This design comes from an exercise in tuning for small area and a short achievable clock period on the open sky130 flow, not from production work. The RTL was checked by simulation tests, not by an equivalence proof against the original design.

## flow/design.v (module list and top-level ports; edited modules follow where they fit)
// module div64_top: 23 lines
// module divider: 245 lines
// module dv_norm: 1063 lines
// module dv_d3: 727 lines
// module dv_row0: 148 lines
// module dv_row: 222 lines
// module dv_row1: 223 lines
// module dv_rowl: 224 lines
// module dv_pre: 41 lines
// module dv_qds: 90 lines
// module dv_qds1: 84 lines
// module dv_qds0: 31 lines
// module dv_static: 17 lines
// module dv_qglue0: 11 lines
// module dv_qglue: 18 lines
// module dv_final: 2596 lines
// module dv_lzc: 36 lines
// module c_inv: 5 lines
// module c_buf8: 5 lines
// module c_nand2: 5 lines
// module c_nor2: 5 lines
// module c_and2: 5 lines
// module c_or2: 5 lines
// module c_nand3: 5 lines
// module c_nor3: 5 lines
// module c_xor2: 5 lines
// module c_xnor2: 5 lines
// module c_aoi21: 5 lines
// module c_oai21: 5 lines
// module c_aoi22: 5 lines
// module c_aoi222: 5 lines
// module c_mux2: 5 lines
// module c_mux2i: 5 lines
// module c_aoi211: 5 lines
// module c_ha: 6 lines
// module c_fa: 6 lines
module div64_top (
  input          clk,
  input  [63:0]  a,
  input  [63:0]  b,
  output [63:0]  quotient,
  output [63:0]  remainder
);
  // ...
==> flow/run.sh <==
#!/bin/bash
# synth_recipe.tcl (not shown) runs the flow's synth.tcl, then flattens the netlist and writes it again
# the make line also repeats each setting of config.mk as NAME=value (left out here)
make -C /OpenROAD-flow-scripts/flow DESIGN_CONFIG=/design/flow/config.mk WORK_HOME=/design/flow/orfs CLKGATE_MAP_FILE= SYNTH_SCRIPT=/design/flow/synth_recipe.tcl finish
==> flow/config.mk <==
export PLATFORM = sky130hd
export DESIGN_NAME = div64_top
export DESIGN_NICKNAME = div64_top
export VERILOG_FILES = /design/flow/design.v
export SDC_FILE = /design/flow/constraint.sdc
export NUM_CORES = 8
export LEC_CHECK = 0
export ABC_AREA = 0
export CAP_MARGIN = 50
export CORE_MARGIN = 2
export CORE_UTILIZATION = 35
export GPL_TIMING_DRIVEN = 0
export SLEW_MARGIN = 40
export SYNTH_HIERARCHICAL = 1
==> flow/constraint.sdc <==
create_clock -name core_clock -period 350.0 [get_ports {clk}]
set_input_delay 70.0000 -clock core_clock [delete_from_list [all_inputs] [get_ports {clk}]]
set_output_delay 70.0000 -clock core_clock [all_outputs]
set_load 0.01 [all_outputs]
==> results by group, run 1 <==
Timing
  – Clock skew: 36.0 ps
  – TNS Setup: 0 ps

Detailed routing
  – Met3 WL post-DR: ~54000 µm
  – Vias per cell: 6.36
  – Met2 wire len: 232000 µm
  – Remaining DRCs: 0
  – First DRT Iteration DRCs: 23600
  – Vias: roughly 120k
  – Final ANT Viol Nets: 0

Final layout
  – Share of cells above drive strength 1: between 10% and 20%
  – Clk_buf instances: 39
  – Fin util: 39.1%

Placed design
  – RD Place Congestion: 0.978
  – Port bufs: 256
  – Dpl hpwl: 398000 µm

Status
  – Outcome: no timing/DRC/antenna violations

Floorplanning
  – Die Wd: 620 µm
  – Die area: ~380000 µm²
  – Die Span Y: around 620 µm

Global routing
  – First-pass GRT wire length: about 800000 µm
  – Total grt overflow: 0

Clocking
  – Reg clk slew, reported paths: 60 ps
  – CTS Buf Count: 30
  – CTS tree: done

Hold path
  – WHS Endpoint: r_q[63]
  – Hold Crit Depth: 7

Worst setup path
  – CP Depth: around 440
  – WP data required: 350570 ps
  – R2R Path End: r_q[1]
  – Setup crit start: b_q[30]
  – Startpoint Class: register

Job
  – Maximum Capacitance Violations: 0
==> run 2, diff against run 1 <==
==> flow/flow/run.sh (new file) <==
#!/bin/bash
# Layout flow: the standard flow (standard.sh, its synthesis included),
# with one addition: before detailed placement, repair.tcl runs the
# resizer's timing repair with a setup margin (the clock and the
# constraints stay the design's). Every tool's output goes to a log file
# in this folder.
set -euo pipefail
W=$(pwd)
export PRE_DETAIL_PLACE_TCL="$W/flow/repair.tcl"
export MY_SETUP_MARGIN=279.5
bash standard.sh > log_layout.txt 2>&1
==> flow/flow/repair.tcl (new file) <==
# Sourced before detailed placement (PRE_DETAIL_PLACE_TCL): the resizer's
# timing repair on the placed design with a setup margin, so that it
# shortens the critical path although the clock period is met with room.
# Pin swapping and gate cloning are left out (they change the netlist's
# structure beyond sizing and buffering).
source $::env(PLATFORM_DIR)/setRC.tcl
if { [env_var_exists_and_non_empty DONT_USE_CELLS] } {
  set_dont_use $::env(DONT_USE_CELLS)
}
estimate_parasitics -placement
report_worst_slack
log_cmd repair_timing -setup -setup_margin $::env(MY_SETUP_MARGIN) -repair_tns 0 \
  -skip_gate_cloning -skip_pin_swap
estimate_parasitics -placement
report_worst_slack
report_design_area
==> flow/standard.sh (new file) <==
#!/bin/bash
# synth_recipe.tcl (not shown) runs the flow's synth.tcl, then flattens the netlist and writes it again
# the make line also repeats each setting of config.mk as NAME=value (left out here)
make -C /OpenROAD-flow-scripts/flow DESIGN_CONFIG=/design/flow/config.mk WORK_HOME=/design/flow/orfs CLKGATE_MAP_FILE= SYNTH_SCRIPT=/design/flow/synth_recipe.tcl "${@:-finish}"
removed: flow/run.sh
==> results by group, run 2 <==
Status
  – Outcome: no timing/DRC/antenna violations (unchanged)

Clocking
  – H-tree depth: 1 (unchanged)
  – Skew-Pair Late Insertion Delay: 750 ps (about the same)
  – Max clock buf depth: 3 (unchanged)
  – Post-CTS Setup Inserts: 0 (unchanged)
  – Reg clk slew, reported paths: 70 ps (was 60 ps)
  – CTS Root Cell: clkbuf_16 (unchanged)
  – CTS resizes: 0 (unchanged)
  – TritonCTS Sinks: 256 (unchanged)
  – CTS tree: done (unchanged)
  – Post-CTS Hold Buffers: 0 (unchanged)
  – CTS Buf Count: 30 (unchanged)

Synth
  – Post-Synthesis Cells: 13900 (unchanged)
  – Yosys warning total: 37 (unchanged)
  – Syn Nets: 16200 (unchanged)
  – Syn Area/Cell: 9.55 µm² (unchanged)
  – Mapped Area: 133000 µm² (unchanged)

Timing
  – Peak Freq: 0.0125 GHz (was 0.00984 GHz)
  – Normalized max-slew margin: 33.3% (was 37.3%)
  – TNS Setup: 0 ps (unchanged)
  – Final Hold Viols: 0 (unchanged)
  – RSZ-0062 raised after global routing: no (unchanged)
  – Slew of the pin with the lowest slew margin: 1000 ps (was 940 ps)
  – Final slew viol count: 0 (unchanged)
  – Fin crit share: 22.8% (was 29.0%)
  – Final Critical Period: 79870 ps (was 101610 ps)
  – Setup-failing EPs final: 0 (unchanged)
  – Clock skew: 36.2 ps (was 36.0 ps)

Worst setup path
  – Top cell by count, worst path: o21ai_2 (was o21ai_1)
  – Reg-to-reg critical path startpoint: b_q[7] (was b_q[30])
  – WP data required: 350570 ps (about the same)
  – Critical path's slowest cell: fa_1 (was nor4_1)
  – Setup crit start: b_q[7] (was b_q[30])
  – Worst path max stage delay: 670 ps (was 690 ps)
  – Arrival @ worst endpoint: 80440 ps (was 102180 ps)
  – Crit-path max FO: 29 (was 58)
  – Critical path class: register to register (unchanged)
  – Startpoint Class: register (unchanged)
  – Endpoint class of the critical path: register (unchanged)

Floorplanning
  – Initial Utilization: 35.1% (unchanged)
  – Core area: 379000 µm² (unchanged)
  – FP Rows: 226 (unchanged)
  – Die Span Y: 620 µm (unchanged)
  – Die Wd: 620 µm (unchanged)
  – I/O Pins: 257 (unchanged)
  – Die area: 385000 µm² (unchanged)

Job
  – Maximum Capacitance Violations: 0 (unchanged)

Detailed routing
  – Routed len/inst: 27.0 µm (was 26.9 µm)
  – Remaining DRCs: 0 (unchanged)
  – Vias: 129000 (was 124000)
  – First DRT Iteration DRCs: 23900 (was 23600)
  – Vias per cell: 6.38 (was 6.36)
  – Detailed Routing Iterations Pass 1: 17 (unchanged)
  – Final ANT Viol Nets: 0 (unchanged)
  – DRT Wirelength: 545000 µm (was 525000 µm)

Placed design
  – Placed insts: 20100 (was 19400)
  – Dpl hpwl: 421000 µm (was 398000 µm)
  – Cell Area, Placed: 156000 µm² (was 145000 µm²)
  – RD Place Congestion: 0.978 (unchanged)
  – Port bufs: 256 (unchanged)

Global routing
  – Initial antenna violation count: 21 (was 11)
  – Largest net degree at the start of global routing: 65 (unchanged)
  – Total grt overflow: 0 (unchanged)
  – Vias in the first global route: 130000 (was 124000)
  – Overall global routing resource usage: 27.4% (was 26.4%)
  – First-pass GRT wire length: 827000 µm (was 797000 µm)

Final layout
  – Fill cells: 36700 (was 37900)
  – Nets: 17400 (was 16700)
  – Fin util: 42.0% (was 39.1%)
  – Commonest non-fill, non-tap cell in the layout: xnor2_1 (unchanged)
  – Final instance area: 159000 µm² (was 148000 µm²)
  – Finished Layout Cells: 20200 (was 19600)
  – Share of cells above drive strength 1: 19.3% (was 10.9%)
  – Most frequent cells in the layout: 2260 x xnor2_1, 2016 x a222oi_1, 1977 x fa_1 (was 2313 x xnor2_1, 2016 x a222oi_1, 1985 x fa_1)
  – Area grow syn2layout: 19.5% (was 11.3%)

Hold path
  – Min-delay src: b_q[47] (was b_q[31])
  – Worst hold path class: register to register (unchanged)
run 2: worst paths after layout:
path                            endpoint  slack, ps  cells past startpoint
worst min-delay path             r_q[63]       1260                      8
worst max-delay path              r_q[0]     270130                    434
worst min register to register   r_q[63]       1260                      8
worst max register to register    r_q[0]     270130                    434
run 2: critical path, delay by kind of cell (launching register included):
family | cells | cell delay, ps
AOI/OAI and AO/OA | 132 | 23290
muxes | 43 | 9950
xor gates and xnor gates | 65 | 18060
and+or+nand+nor | 110 | 15820
buffers and inverters | 83 | 11180
DFF | 1 | 440
adders and majority gates | 1 | 670
run 2: metal layers:
layer / up-vias / GRT usage (%) / share of wire (%)
met4: 24 / 16.1 / 6.4
met2: 7674 / 43.2 / 45
li1: 54800 / - / -
met1: 65200 / 33.9 / 38
met5: - / 0 / 0.029
met3: 1227 / 7.01 / 11
run 2: area by class of cell:
type / count / area, µm² / area share, %
antenna: 11 / 27.5 / 0.0173
buffer: 319 / 2900 / 1.83
clock buffer: 38 / 832 / 0.523
clock inverter: 16 / 181 / 0.114
inverter: 540 / 2050 / 1.29
multi-input combinational: 12800 / 129000 / 81.1
sequential: 256 / 5140 / 3.23
tap: 5016 / 6280 / 3.95
timing repair buffer: 1219 / 12600 / 7.95
run 2: through the flow:
step                      hold slack (ps)  worst slack, ps
after floorplan                       956           266290
after global placement               1710           241320
after detailed placement             1260           271790
after CTS                            1270           271300
after global routing                 1330           263690
final                                1260           270130
==> run 3, diff against run 2 <==
==> flow/flow/run.sh (replaced) <==
#!/bin/bash
set -euo pipefail
W=$(pwd)
export PRE_DETAIL_PLACE_TCL="$W/flow/repair.tcl"
export MY_SETUP_MARGIN=279.5
bash standard.sh cts > log_layout_1.txt 2>&1
export SETUP_SLACK_MARGIN=279.5
export TNS_END_PERCENT=0
export SKIP_PIN_SWAP=1
export SKIP_GATE_CLONING=1
bash standard.sh > log_layout_2.txt 2>&1
==> results by group, run 3 <==
Timing
  – TNS Setup: 0 ps (unchanged)
  – Setup-failing EPs final: 0 (unchanged)
  – Normalized max-slew margin: 33.6% (was 33.3%)
  – Final Critical Period: 78740 ps (was 79870 ps)
  – Clock skew: 42.6 ps (was 36.2 ps)
  – Final Hold Viols: 0 (unchanged)
  – Final slew viol count: 0 (unchanged)
  – Hold slack: 1250 ps (was 1260 ps)
  – RSZ-0062 raised after global routing: yes (was no)
  – Fin crit share: 22.5% (was 22.8%)
  – Final WS setup: 271260 ps (was 270130 ps)
  – Slew of the pin with the lowest slew margin: 996 ps (was 1000 ps)
  – Peak Freq: 0.0127 GHz (was 0.0125 GHz)

Clocking
  – CTS Root Cell: clkbuf_16 (unchanged)
  – Post-CTS Hold Buffers: 0 (unchanged)
  – Reg clk slew, reported paths: 70 ps (about the same)
  – H-tree depth: 1 (unchanged)
  – Max clock buf depth: 3 (unchanged)
  – CTS tree: done (unchanged)
  – CTS Buf Count: 30 (unchanged)
  – TritonCTS Sinks: 256 (unchanged)
  – Skew-Pair Late Insertion Delay: 750 ps (about the same)

Final layout
  – Most frequent cells in the layout: 2238 x xnor2_1, 2016 x a222oi_1, 1970 x fa_1 (was 2260 x xnor2_1, 2016 x a222oi_1, 1977 x fa_1)
  – Nets: 17600 (was 17400)
  – Area grow syn2layout: 21.9% (was 19.5%)
  – Commonest non-fill, non-tap cell in the layout: xnor2_1 (unchanged)
  – Share of cells above drive strength 1: 21.7% (was 19.3%)

Floorplanning
  – Die Wd: 620 µm (unchanged)
  – I/O Pins: 257 (unchanged)
  – Die Span Y: 620 µm (unchanged)
  – Core area: 379000 µm² (unchanged)
  – FP Rows: 226 (unchanged)
  – Initial Utilization: 35.1% (unchanged)
  – Die area: 385000 µm² (unchanged)

Detailed routing
  – Vias: 130000 (was 129000)
  – First DRT Iteration DRCs: 24300 (was 23900)
  – DRT Wirelength: 552000 µm (was 545000 µm)
  – Max Used Layer: met5 (unchanged)
  – Met2 wire len: 247000 µm (was 244000 µm)
  – Routed len/inst: 27.0 µm (about the same)
  – Remaining DRCs: 0 (unchanged)
  – Detailed Routing Iterations Pass 1: 14 (was 17)
  – Final ANT Viol Nets: 0 (unchanged)
  – Met3 WL post-DR: 59800 µm (was 58300 µm)
  – Vias per cell: 6.37 (was 6.38)
  – Metal-1 WL: 209000 µm (was 208000 µm)

Synth
  – Mapped Area: 133000 µm² (unchanged)
  – Syn Nets: 16200 (unchanged)
  – Yosys warning total: 37 (unchanged)
  – Post-Synthesis Cells: 13900 (unchanged)
  – Syn Area/Cell: 9.55 µm² (unchanged)

Placed design
  – Port bufs: 256 (unchanged)
  – Place WS: 271790 ps (unchanged)
  – RD Place Congestion: 0.978 (unchanged)
  – Dpl hpwl: 421000 µm (unchanged)

Hold path
  – Worst hold path class: register to register (unchanged)

Worst setup path
  – Reg2Reg Setup Slack: 271260 ps (was 270130 ps)
  – Critical path class: register to register (unchanged)
  – Worst path max stage delay: 610 ps (was 670 ps)
  – CP bufs+invs: 88 (was 83)
  – R2R Path End: r_q[0] (unchanged)
  – WP data required: 350570 ps (about the same)
  – Critical path's slowest cell: a222oi_1 (was fa_1)
  – Startpoint Class: register (unchanged)
  – Top cell by count, worst path: buf_4 (was o21ai_2)
  – Setup crit start: b_q[42] (was b_q[7])
  – Arrival @ worst endpoint: 79310 ps (was 80440 ps)
  – Top delay family on crit path: compound AO/OA/AOI/OAI gates (unchanged)
  – Reg2reg path depth: 449 (was 434)
  – Endpoint class of the critical path: register (unchanged)
  – Reg-to-reg critical path startpoint: b_q[42] (was b_q[7])
  – CP Depth: 449 (was 434)
  – Worst setup path endpoint: r_q[0] (unchanged)
  – Crit-path max FO: 10 (was 29)

Job
  – Maximum Capacitance Violations: 0 (unchanged)

Status
  – Outcome: no timing/DRC/antenna violations (unchanged)

Global routing
  – First-pass GRT wire length: 827000 µm (unchanged)
  – Total grt overflow: 0 (unchanged)
  – Initial antenna violation count: 16 (was 21)
  – Largest net degree at the start of global routing: 65 (unchanged)
  – Overall global routing resource usage: 27.4% (unchanged)
  – Vias in the first global route: 130000 (unchanged)
==> run 3: worst min-delay path, cell delays in order (launching register included) <==
cell and delay [ps]:
dfxtp_2 350, nor3_1 170, a31oi_1 140, o21ai_4 100
buf_4 160, inv_1 40, buf_4 120, nand2_1 70
nor2_1 40
==> run 3: timing repair <==
action | in CTS | in global routing
resized for setup | 0 | 346
buffers inserted | 0 | 178
setup endpoints to repair | 0 | 256
hold endpoints to repair | 0 | 0
==> run 3: cell type report <==
type	instances	area, µm²
timing repair buffer	1397	14100
sequential	256	5140
antenna	10	25.0
multi-input combinational	12800	131000
fill	36300	217000
inverter	540	2050
clock inverter	16	181
buffer	319	2920
clock buffer	38	832
tap	5016	6280
==> run 3: layer usage <==
metal / vias up / GRT usage, %
met2: 7676 / 43.2
met4: 18 / 16.1
met1: 65700 / 33.9
li1: 55200 / -
met3: 1312 / 7.01
met5: - / 0
==> run 3: stage by stage <==
stage	cells	utilization (%)	area [µm²]
after global placement	19200	37.5	142000
final	20400	42.8	162000
after global routing	20400	42.8	162000
after floorplan	13900	-	133000
after detailed placement	20100	41.3	156000
after CTS	20100	41.6	157000
==> run 3: worst min-delay path by stage <==
stage          cells past startpoint       to  slack [ps]  startpoint
2_1_floorplan                      7  r_q[63]         960     b_q[31]
3_3_place_gp                      10  r_q[63]        1710     b_q[60]
3_5_place_dp                       8  r_q[63]        1260     b_q[46]
4_1_cts                            8  r_q[63]        1270     b_q[46]
5_1_grt                            8  r_q[63]        1330     b_q[46]
6_report                           8  r_q[63]        1250     b_q[47]
==> run 4, diff against run 3 <==
--- a/flow/flow/run.sh
+++ b/flow/flow/run.sh
@@ -1,6 +1,19 @@
 #!/bin/bash
+# Layout flow: the standard flow (standard.sh, its synthesis included)
+# with these additions (the clock and the constraints stay the design's):
+#  - after floorplanning, downsize.tcl sets logic cells that synthesis had
+#    given a larger drive back to drive strength 1;
+#  - ports are buffered with sky130_fd_sc_hd__buf_1;
+#  - before detailed placement, repair.tcl runs the resizer's timing repair
+#    with a setup margin;
+#  - from global routing on, the standard flow's own timing repair after
+#    global routing runs with the same setup margin, on the worst path
+#    only, without pin swapping or gate cloning.
+# Every tool's output goes to a log file in this folder.
 set -euo pipefail
 W=$(pwd)
+export POST_FLOORPLAN_TCL="$W/flow/downsize.tcl"
+export BUFFER_PORTS_ARGS="-buffer_cell sky130_fd_sc_hd__buf_1"
 export PRE_DETAIL_PLACE_TCL="$W/flow/repair.tcl"
 export MY_SETUP_MARGIN=279.5
 bash standard.sh cts > log_layout_1.txt 2>&1
==> flow/flow/downsize.tcl (new file) <==
# POST_FLOORPLAN_TCL: logic cells that synthesis gave a larger drive go back
# to drive strength 1 (same function); the timing repair after placement
# sizes up what the critical path needs.
set db [ord::get_db]
set block [[$db getChip] getBlock]
set n 0
foreach inst [$block getInsts] {
  set m [[$inst getMaster] getName]
  if { [regexp {^(sky130_fd_sc_hd__(a21oi|a22oi|a211oi|a221oi|a222oi|nor2|nor3|nor4|nand2|nand3|nand4|o21ai|o22ai|mux2|mux2i|xor2|xnor2|inv|and2|or2|a21o|o21a))_([0-9]+)$} $m -> base fn size] } {
    if { $size == 1 } { continue }
    set nm [$db findMaster ${base}_1]
    if { $nm != "NULL" && $nm != "" } {
      $inst swapMaster $nm
      incr n
    }
  }
}
puts "downsize: $n instances set to drive strength 1"
--- a/flow/config.mk
+++ b/flow/config.mk
@@ -8,7 +8,7 @@
 export ABC_AREA = 0
 export CAP_MARGIN = 50
 export CORE_MARGIN = 2
-export CORE_UTILIZATION = 35
+export CORE_UTILIZATION = 55
 export GPL_TIMING_DRIVEN = 0
 export SLEW_MARGIN = 40
 export SYNTH_HIERARCHICAL = 1
==> results by group, run 4 <==
Status
  – Outcome: no timing/DRC/antenna violations (unchanged)

Placed design
  – RD Place Congestion: 1.03 (was 0.978)
  – Port bufs: 256 (unchanged)
  – Dpl hpwl: 420000 µm (was 421000 µm)
  – Placed insts: 18100 (was 20100)
  – Cell Area, Placed: 146000 µm² (was 156000 µm²)

Synth
  – Post-Synthesis Cells: 13900 (unchanged)
  – Syn Area/Cell: 9.55 µm² (unchanged)
  – Mapped Area: 133000 µm² (unchanged)
  – Syn Nets: 16200 (unchanged)
  – Yosys warning total: 37 (unchanged)

Global routing
  – Total grt overflow: 0 (unchanged)
  – Vias in the first global route: 135000 (was 130000)
  – First-pass GRT wire length: 830000 µm (was 827000 µm)
  – Largest net degree at the start of global routing: 65 (unchanged)
  – Initial antenna violation count: 14 (was 16)
  – Overall global routing resource usage: 43.4% (was 27.4%)

Timing
  – Final slew viol count: 0 (unchanged)
  – Slew of the pin with the lowest slew margin: 1010 ps (was 996 ps)
  – Peak Freq: 0.0121 GHz (was 0.0127 GHz)
  – Fin crit share: 23.6% (was 22.5%)
  – Clock skew: 46.4 ps (was 42.6 ps)
  – Final Hold Viols: 0 (unchanged)
  – TNS Setup: 0 ps (unchanged)
  – Setup-failing EPs final: 0 (unchanged)
  – Normalized max-slew margin: 32.9% (was 33.6%)
  – RSZ-0062 raised after global routing: yes (unchanged)
  – Final Critical Period: 82750 ps (was 78740 ps)

Worst setup path
  – WP data required: 350590 ps (was 350570 ps)
  – Worst path max stage delay: 650 ps (was 610 ps)
  – Critical path class: register to register (unchanged)
  – CP bufs+invs: 90 (was 88)
  – Crit-path max FO: 32 (was 10)
  – Reg2Reg Setup Slack: 267250 ps (was 271260 ps)
  – Reg2reg path depth: 436 (was 449)
  – Top cell by count, worst path: o21ai_2 (was buf_4)
  – Critical path's slowest cell: xor2_1 (was a222oi_1)
  – R2R Path End: r_q[2] (was r_q[0])
  – Top delay family on crit path: compound AO/OA/AOI/OAI gates (unchanged)
  – Startpoint Class: register (unchanged)
  – Reg-to-reg critical path startpoint: b_q[62] (was b_q[42])
  – Arrival @ worst endpoint: 83340 ps (was 79310 ps)
  – Endpoint class of the critical path: register (unchanged)

Floorplanning
  – Die Span Y: 496 µm (was 620 µm)
  – I/O Pins: 257 (unchanged)
  – Die area: 246000 µm² (was 385000 µm²)
  – Die Wd: 496 µm (was 620 µm)
  – FP Rows: 180 (was 226)
  – Core area: 241000 µm² (was 379000 µm²)
  – Initial Utilization: 55.3% (was 35.1%)

Detailed routing
  – Vias: 132000 (was 130000)
  – First DRT Iteration DRCs: 26100 (was 24300)
  – DRT Wirelength: 553000 µm (was 552000 µm)
  – Remaining DRCs: 0 (unchanged)
  – Final ANT Viol Nets: 0 (unchanged)
  – Routed len/inst: 30.2 µm (was 27.0 µm)
  – Detailed Routing Iterations Pass 1: 19 (was 14)
  – Vias per cell: 7.19 (was 6.37)

Clocking
  – Reg clk slew, reported paths: 70 ps (about the same)
  – H-tree depth: 1 (unchanged)
  – Max clock buf depth: 3 (unchanged)
  – CTS tree: done (unchanged)
  – TritonCTS Sinks: 256 (unchanged)
  – Post-CTS Hold Buffers: 0 (unchanged)
  – CTS Root Cell: clkbuf_16 (unchanged)
  – Skew-Pair Late Insertion Delay: 750 ps (about the same)
  – CTS Buf Count: 31 (was 30)

Hold path
  – Hold Crit Depth: 7 (was 8)
  – Worst hold path class: register to register (unchanged)
  – Min-delay src: b_q[47] (unchanged)
  – WHS Endpoint: r_q[63] (unchanged)

Final layout
  – Fill cells: 20100 (was 36300)
  – Area grow syn2layout: 14.0% (was 21.9%)
  – Nets: 17400 (was 17600)
  – Commonest non-fill, non-tap cell in the layout: xnor2_1 (unchanged)
  – Most frequent cells in the layout: 2261 x xnor2_1, 2016 x a222oi_1, 1968 x fa_1 (was 2238 x xnor2_1, 2016 x a222oi_1, 1970 x fa_1)
  – Finished Layout Cells: 18300 (was 20400)
  – Share of cells above drive strength 1: 14.5% (was 21.7%)
  – Area of the multi-input gates: 126000 µm² (was 131000 µm²)
  – FF/Latch Area: 5130 µm² (was 5140 µm²)
  – Final instance area: 152000 µm² (was 162000 µm²)

Job
  – Maximum Capacitance Violations: 0 (unchanged)
run 4: cell types whose count changed in the layout (fill, tap and decap cells not counted), moves of 198 or more:
cell,before,now
a21oi_1,15,439
a21oi_2,502,86
buf_1,0,256
buf_4,1105,907
clkdlybuf4s50_1,256,0
run 4: how the worst max path moves through the flow:
stage	cells after the start	end	slack [ps]	startpoint
after floorplan	438	r_q[0]	266290	b_q[62]
after global placement	317	r_q[6]	243590	b_q[27]
after detailed placement	430	r_q[2]	269510	b_q[42]
after CTS	433	r_q[2]	269050	b_q[42]
after global routing	447	r_q[9]	263530	b_q[42]
final	436	r_q[2]	267250	b_q[62]
run 4: worst register-to-register path: cells and delay by family, from the launching register on:
family	cells	cell delay [ps]
buf+inv	90	12380
fa+ha+maj	1	600
compound gates	127	25050
mux	43	9140
xor+xnor	67	17850
simple gates	108	17200
flops	1	350
run 4: final cells by class:
class / count / share of cell area (%)
clock buffer: 38 / 0.549
sequential: 256 / 3.38
inverter: 540 / 1.35
antenna: 7 / 0.0116
buffer: 319 / 1.83
timing repair buffer: 1173 / 7.07
clock inverter: 19 / 0.178
multi-input combinational: 12800 / 83.0
tap: 3185 / 2.63
run 4: through the flow:
stage / hold slack, ps / setup slack (ps) / utilization, %
floorplan: 956 / 266290 / -
finish: 1190 / 267250 / 63.0
CTS: 1210 / 269050 / 61.2
global placement: 1420 / 243590 / 56.0
global route: 1280 / 263530 / 63.0
detailed placement: 1190 / 269510 / 60.7
run 4: layer usage:
layer	up-vias	global-route usage, %	wire length, µm
met3	1757	13.4	66600
met2	9245	67.6	248000
met4	10	31.4	44700
met1	66200	50.6	194000
li1	54700	-	-
met5	-	0.174	88
run 4: what timing repair did:
item / 4_1_cts / 5_1_grt
endpoints found under the setup margin: 0 / 256
resized for setup: 0 / 297
buffers inserted: 0 / 147
==> run 5, diff against run 4 <==
==> flow/flow/run.sh (replaced) <==
#!/bin/bash
# Layout flow: the standard flow (standard.sh, its synthesis included)
# with these additions (the clock and the constraints stay the design's):
#  - after floorplanning, downsize.tcl sets logic cells that synthesis had
#    given a larger drive back to drive strength 1;
#  - ports are buffered with sky130_fd_sc_hd__buf_1;
#  - before detailed placement, repair.tcl runs the resizer's timing repair
#    with a setup margin.
# Every tool's output goes to a log file in this folder.
set -euo pipefail
W=$(pwd)
export POST_FLOORPLAN_TCL="$W/flow/downsize.tcl"
export BUFFER_PORTS_ARGS="-buffer_cell sky130_fd_sc_hd__buf_1"
export PRE_DETAIL_PLACE_TCL="$W/flow/repair.tcl"
export MY_SETUP_MARGIN=279.5
bash standard.sh > log_layout.txt 2>&1
==> results by group, run 5 <==
Status
  – Outcome: no timing/DRC/antenna violations (unchanged)

Final layout
  – Final instance area: 149000 µm² (was 152000 µm²)
  – Nets: 17200 (was 17400)
  – Share of cells above drive strength 1: 12.1% (was 14.5%)
  – Area of the multi-input gates: 124000 µm² (was 126000 µm²)
  – Area grow syn2layout: 12.0% (was 14.0%)
  – Commonest non-fill, non-tap cell in the layout: xnor2_1 (unchanged)
  – Fill cells: 20300 (was 20100)
  – FF/Latch Area: 5120 µm² (was 5130 µm²)
  – Most frequent cells in the layout: 2292 x xnor2_1, 2016 x a222oi_1, 1972 x fa_1 (was 2261 x xnor2_1, 2016 x a222oi_1, 1968 x fa_1)

Floorplanning
  – Die Span Y: 496 µm (unchanged)
  – FP Rows: 180 (unchanged)
  – I/O Pins: 257 (unchanged)
  – Core area: 241000 µm² (unchanged)
  – Initial Utilization: 55.3% (unchanged)
  – Die Wd: 496 µm (unchanged)
  – Die area: 246000 µm² (unchanged)

Clocking
  – Post-CTS Hold Buffers: 0 (unchanged)
  – CTS Root Cell: clkbuf_16 (unchanged)
  – CTS tree: done (unchanged)
  – CTS resizes: 0 (unchanged)
  – Reg clk slew, reported paths: 70 ps (about the same)
  – Skew-Pair Late Insertion Delay: 760 ps (was 750 ps)
  – Post-CTS Setup Inserts: 0 (unchanged)
  – CTS Buf Count: 31 (unchanged)
  – H-tree depth: 1 (unchanged)
  – TritonCTS Sinks: 256 (unchanged)
  – Max clock buf depth: 3 (unchanged)

Synth
  – Yosys warning total: 37 (unchanged)
  – Syn Nets: 16200 (unchanged)
  – Post-Synthesis Cells: 13900 (unchanged)
  – Syn Area/Cell: 9.55 µm² (unchanged)
  – Mapped Area: 133000 µm² (unchanged)

Worst setup path
  – Reg2Reg Setup Slack: 266120 ps (was 267250 ps)
  – CP bufs+invs: 71 (was 90)
  – Top cell by count, worst path: xnor2_1 (was o21ai_2)
  – Critical path's slowest cell: xor2_1 (unchanged)
  – Critical path class: register to register (unchanged)
  – WP data required: 350600 ps (was 350590 ps)
  – Reg-to-reg critical path startpoint: b_q[42] (was b_q[62])
  – Startpoint Class: register (unchanged)
  – Crit-path max FO: 32 (unchanged)
  – Arrival @ worst endpoint: 84480 ps (was 83340 ps)
  – Setup crit start: b_q[42] (was b_q[62])
  – Endpoint class of the critical path: register (unchanged)
  – Reg2reg path depth: 430 (was 436)
  – R2R Path End: r_q[2] (unchanged)
  – Top delay family on crit path: compound AO/OA/AOI/OAI gates (unchanged)
  – Worst path max stage delay: 620 ps (was 650 ps)

Detailed routing
  – DRT Wirelength: 549000 µm (was 553000 µm)
  – Vias: 131000 (was 132000)
  – Routed len/inst: 30.1 µm (was 30.2 µm)
  – First DRT Iteration DRCs: 26300 (was 26100)
  – Detailed Routing Iterations Pass 1: 17 (was 19)
  – Remaining DRCs: 0 (unchanged)
  – Vias per cell: 7.20 (was 7.19)
  – Final ANT Viol Nets: 0 (unchanged)

Hold path
  – WHS Endpoint: r_q[63] (unchanged)
  – Min-delay src: b_q[46] (was b_q[47])
  – Worst hold path class: register to register (unchanged)
  – Hold Crit Depth: 7 (unchanged)

Timing
  – Final WS setup: 266120 ps (was 267250 ps)
  – Final Critical Period: 83880 ps (was 82750 ps)
  – Final Hold Viols: 0 (unchanged)
  – RSZ-0062 raised after global routing: no (was yes)
  – Normalized max-slew margin: 37.2% (was 32.9%)
  – Fin crit share: 24.0% (was 23.6%)
  – TNS Setup: 0 ps (unchanged)
  – Setup-failing EPs final: 0 (unchanged)
  – Final slew viol count: 0 (unchanged)
  – Clock skew: 56.9 ps (was 46.4 ps)
  – Hold slack: 1230 ps (was 1190 ps)
  – Slew of the pin with the lowest slew margin: 942 ps (was 1010 ps)
  – Peak Freq: 0.0119 GHz (was 0.0121 GHz)

Placed design
  – Port bufs: 256 (unchanged)
  – Dpl hpwl: 420000 µm (unchanged)
  – Place WS: 269510 ps (unchanged)
  – Cell Area, Placed: 146000 µm² (unchanged)
  – RD Place Congestion: 1.03 (unchanged)

Global routing
  – First-pass GRT wire length: 830000 µm (unchanged)
  – Largest net degree at the start of global routing: 65 (unchanged)
  – Overall global routing resource usage: 43.4% (unchanged)
  – Total grt overflow: 0 (unchanged)
  – Vias in the first global route: 135000 (unchanged)
  – Initial antenna violation count: 15 (was 14)

Job
  – Maximum Capacitance Violations: 0 (unchanged)
-- run 5: area by class of cell --
type | count | share of cell area (%)
tap | 3185 | 2.67
antenna | 8 | 0.0134
multi-input combinational | 12800 | 83.5
clock buffer | 38 | 0.558
clock inverter | 19 | 0.181
buffer | 319 | 1.85
timing repair buffer | 1026 | 6.36
inverter | 540 | 1.37
sequential | 256 | 3.44
-- run 5: worst max path at each step --
| stage | end | slack, ps | cells past startpoint |
|---|---|---|---|
| final | r_q[2] | 266120 | 430 |
| after global routing | r_q[3] | 260740 | 420 |
| after CTS | r_q[2] | 269050 | 433 |
| after detailed placement | r_q[2] | 269510 | 430 |
| after global placement | r_q[6] | 243590 | 317 |
| after floorplan | r_q[0] | 266290 | 438 |
-- run 5: routing by layer --
metal  up-vias  share of wire, %  GRT usage (%)
li1      54500                 -              -
met1     65700                35           50.6
met2      9118                45           67.6
met3      1760                12           13.4
met4        12               8.0           31.4
met5         -             0.019          0.174
-- run 5: stage by stage --
step / std cells / utilization [%]
floorplan: 13900 / -
global placement: 17400 / 56.0
detailed placement: 18100 / 60.7
CTS: 18100 / 61.2
global route: 18200 / 61.9
finish: 18200 / 61.9
-- run 5: worst register-to-register path, delay by kind of cell, from the launching register on --
| kind | cells | cell delay (ps) |
|---|---|---|
| AOI/OAI and AO/OA | 133 | 25450 |
| xor gates and xnor gates | 71 | 19970 |
| adders and majority gates | 1 | 510 |
| buffers and inverters | 71 | 11210 |
| DFF | 1 | 360 |
| muxes | 43 | 9480 |
| and+or+nand+nor | 111 | 16860 |

[static timing again, ports no longer ideal]
The flow's constraints put no driver on any port. The routed layouts listed below were extracted and timed again, unchanged, in two steps. Step 1, drivers: a clkbuf_16 drives clk and a buf_2 each remaining input, both assumed. Step 2 times the ports against the registers' clock, not the clock port: input delays grow and output delays shrink by t, the midpoint of the rising clock arrivals with the driver on. Slacks: ideal / step 1 / step 2; pairs: ideal / step 1.
| run | t (ns) | slack for setup (ns) | clock arrival spread, ns | slew at the worst register clock pin (ns) |
|---|---|---|---|---|
| run 1 | 0.844 | 248.388 / 248.388 / 248.388 | 0.036 / 0.036 | 0.07 / 0.07 |
| run 2 | 0.847 | 270.134 / 270.134 / 270.134 | 0.037 / 0.037 | 0.07 / 0.07 |
| run 3 | 0.845 | 271.256 / 271.256 / 271.256 | 0.043 / 0.043 | 0.07 / 0.07 |
| run 4 | 0.837 | 267.248 / 267.249 / 267.249 | 0.047 / 0.047 | 0.07 / 0.07 |
| run 5 | 0.839 | 266.123 / 266.123 / 266.123 | 0.057 / 0.057 | 0.08 / 0.08 |
After both steps every run listed still meets setup and hold.
